What follows belongs to an exercise in optimizing a design on an open flow for small area and a short achievable clock period; a production flow would make more cautious choices. The RTL was checked by simulation tests, not by an equivalence proof against the original design. Power figures rest on the tool's default switching activity, not on a simulated workload.

==> flow/design.v (excerpt) <==
module CPU(
    clk,
    rst_n,
    data_read,
    instruction,
    data_wen,
    data_addr,
    inst_addr,
    data_write
);
Size in the first run: about 160 I/O pins, ~58000 um2 of cells after synthesis.
==> flow/config.mk <==
export PLATFORM = sky130hd
export DESIGN_NAME = CPU
export DESIGN_NICKNAME = CPU
export VERILOG_FILES = /design/flow/design.v
export SDC_FILE = /design/flow/constraint.sdc
export NUM_CORES = 8
export LEC_CHECK = 0
export CAP_MARGIN = 30
export CORE_MARGIN = 2
export CORE_UTILIZATION = 50
export CTS_CLUSTER_DIAMETER = 60
export CTS_CLUSTER_SIZE = 25
export PLACE_DENSITY = 0.6
export SLEW_MARGIN = 30
==> flow/constraint.sdc <==
create_clock -name core_clock -period 12.0 [get_ports {clk}]
set_input_delay 2.4000 -clock core_clock [delete_from_list [all_inputs] [get_ports {clk}]]
set_output_delay 2.4000 -clock core_clock [all_outputs]
set_load 0.01 [all_outputs]
standard.sh (not shown) runs the stock make flow with config.mk's settings and CLKGATE_MAP_FILE= SYNTH_SCRIPT=/design/flow/synth_recipe.tcl, a recipe that flattens the netlist after the stock synthesis.
==> flow/flow/run.sh <==
#!/bin/bash
set -euo pipefail
bash standard.sh SETUP_SLACK_MARGIN=8.5 \
  "CTS_ARGS=-sink_clustering_enable -repair_clock_nets -sink_clustering_size 25 -sink_clustering_max_diameter 60 -dont_use_dummy_load" \
  finish > standard_flow.log 2>&1
Change:
--- a/flow/flow/run.sh
+++ b/flow/flow/run.sh
@@ -4,2 +4,3 @@
   "CTS_ARGS=-sink_clustering_enable -repair_clock_nets -sink_clustering_size 25 -sink_clustering_max_diameter 60 -dont_use_dummy_load" \
+  "BUFFER_PORTS_ARGS=-buffer_cell sky130_fd_sc_hd__buf_2" \
   finish > standard_flow.log 2>&1
- CORE_UTILIZATION: 50 -> 65
- PLACE_DENSITY: 0.6 -> 0.75
What happened: The changed run finished with timing, DRC and antenna clean; global-route usage goes up by 11 points; final area fell by 2.5%; total power went down by 3.4%; worst hold slack improves by 0.019 ns.
Change:
- CORE_UTILIZATION: 65 -> 60
- PLACE_DENSITY: 0.75 -> 0.7
After rerunning: Cell area is about the same. Total power hardly moves. Fmax came out higher by 0.38%. Sequential power hardly moves. Final cell count goes up by 1.9%.

* * *

CPU again, from the RTL that the note above started with.
Settings: LEC_CHECK=0, CAP_MARGIN=30, CORE_MARGIN=2, CORE_UTILIZATION=55, CTS_CLUSTER_DIAMETER=60, CTS_CLUSTER_SIZE=25, PLACE_DENSITY=0.65, SLEW_MARGIN=30; clock period 12.0 ns.
==> flow/flow/run.sh <==
#!/bin/bash
set -euo pipefail
bash standard.sh SETUP_SLACK_MARGIN=8.5 \
  "CTS_ARGS=-sink_clustering_enable -repair_clock_nets -sink_clustering_size 25 -sink_clustering_max_diameter 60 -dont_use_dummy_load" \
  finish > standard_flow.log 2>&1
The first run completed with no timing, DRC or antenna violations.
==> next run, changes <==
- CAP_MARGIN: 30 -> 20
- CORE_UTILIZATION: 55 -> 50
- PLACE_DENSITY: 0.65 -> 0.6
- SLEW_MARGIN: 30 -> 20
Effect: Now the flow completed and failed the layout checks on max-capacitance violations, max-slew violations; synthesized cell count does not change; via count fell slightly; area after synthesis is unchanged; routed wire length stays flat; clock-buffer cell count rose by 12; sequential share of layout area fell by 0.27 points; total power rose slightly; register-to-register slack gets worse by 0.17 ns; global-route usage fell by 4.5 points.
==> next run, changes <==
==> flow/flow/run.sh (replaced) <==
#!/bin/bash
set -euo pipefail
bash standard.sh SETUP_SLACK_MARGIN=8.6 \
  "CTS_ARGS=-sink_clustering_enable -repair_clock_nets -sink_clustering_size 25 -sink_clustering_max_diameter 60 -dont_use_dummy_load" \
  "BUFFER_PORTS_ARGS=-buffer_cell sky130_fd_sc_hd__buf_2" \
  finish > standard_flow.log 2>&1
- CAP_MARGIN: 20 -> 30
- CORE_UTILIZATION: 50 -> 60
- PLACE_DENSITY: 0.6 -> 0.7
- SLEW_MARGIN: 20 -> 30
What happened: The changed run passed the timing, DRC and antenna checks. Die area goes down by 16%. Routed wire length shrinks by about 3%. Final cell count falls by 4.4%. Sequential cell count stays the same. Clock power is lower by about 7%.
==> next run, changes <==
==> flow/flow/run.sh (replaced) <==
#!/bin/bash
set -euo pipefail
bash standard.sh SETUP_SLACK_MARGIN=8.5 \
  "CTS_ARGS=-sink_clustering_enable -repair_clock_nets -sink_clustering_size 25 -sink_clustering_max_diameter 60 -dont_use_dummy_load" \
  "BUFFER_PORTS_ARGS=-buffer_cell sky130_fd_sc_hd__buf_2" \
  finish > standard_flow.log 2>&1
- CORE_UTILIZATION: 60 -> 55
- PLACE_DENSITY: 0.7 -> 0.65
=>
- The new run completed without violations
- worst hold slack gains 0.017 ns
- global-route usage goes down by 3.8 points
- via count goes down by a few percent
- synthesized area does not change
- final area goes down slightly
- core utilization goes down by 5.9 points
- final cell count goes up slightly
- fmax barely changes
- critical path depth goes up by 3
- total power goes down slightly
- routed wire length goes up slightly

port drivers added, routing unchanged:
How much do the figures lean on ideal ports? The routed layouts below were timed once more, with nothing changed but the port constraints. Step 1 assumes that a clkbuf_16 drives the clock port and a buf_2 every other input. Step 2 moves the port delays by t, midway between the first and last clock arrival at a register: inputs arrive t later, outputs are due t later. That takes back most of the time a late clock gives input paths. Slacks: no drivers / after step 1 / after step 2; pairs: no drivers / after step 1.
| run | t (ns) | setup WS [ns] | worst hold slack (ns) | clock arrival spread, ns | worst register clock-pin slew, ns |
|---|---|---|---|---|---|
| the first run of note 1 | 0.791 | 8.276 / 8.202 / 7.753 | 0.308 / 0.308 / 0.308 | 0.134 / 0.134 | 0.10 / 0.10 |
| the second run of note 1 | 0.780 | 8.306 / 8.231 / 7.766 | 0.326 / 0.326 / 0.326 | 0.083 / 0.083 | 0.10 / 0.10 |
| the third run of note 1 | 0.773 | 8.320 / 8.243 / 7.889 | 0.308 / 0.308 / 0.308 | 0.092 / 0.091 | 0.10 / 0.10 |
| the first run of note 2 | 0.770 | 8.286 / 8.216 / 7.764 | 0.323 / 0.323 / 0.323 | 0.081 / 0.081 | 0.10 / 0.10 |
| the second run of note 2 | 0.800 | 8.261 / 8.191 / 7.750 | 0.305 / 0.305 / 0.305 | 0.113 / 0.113 | 0.10 / 0.10 |
| the third run of note 2 | 0.771 | 8.277 / 8.206 / 7.868 | 0.309 / 0.309 / 0.309 | 0.097 / 0.097 | 0.11 / 0.11 |
| the fourth run of note 2 | 0.784 | 8.272 / 8.219 / 7.534 | 0.326 / 0.326 / 0.326 | 0.090 / 0.090 | 0.10 / 0.10 |
The setup slack of the fourth run of note 2, which loses most, moves by -0.053 ns with the drivers and by -0.738 ns with both steps.
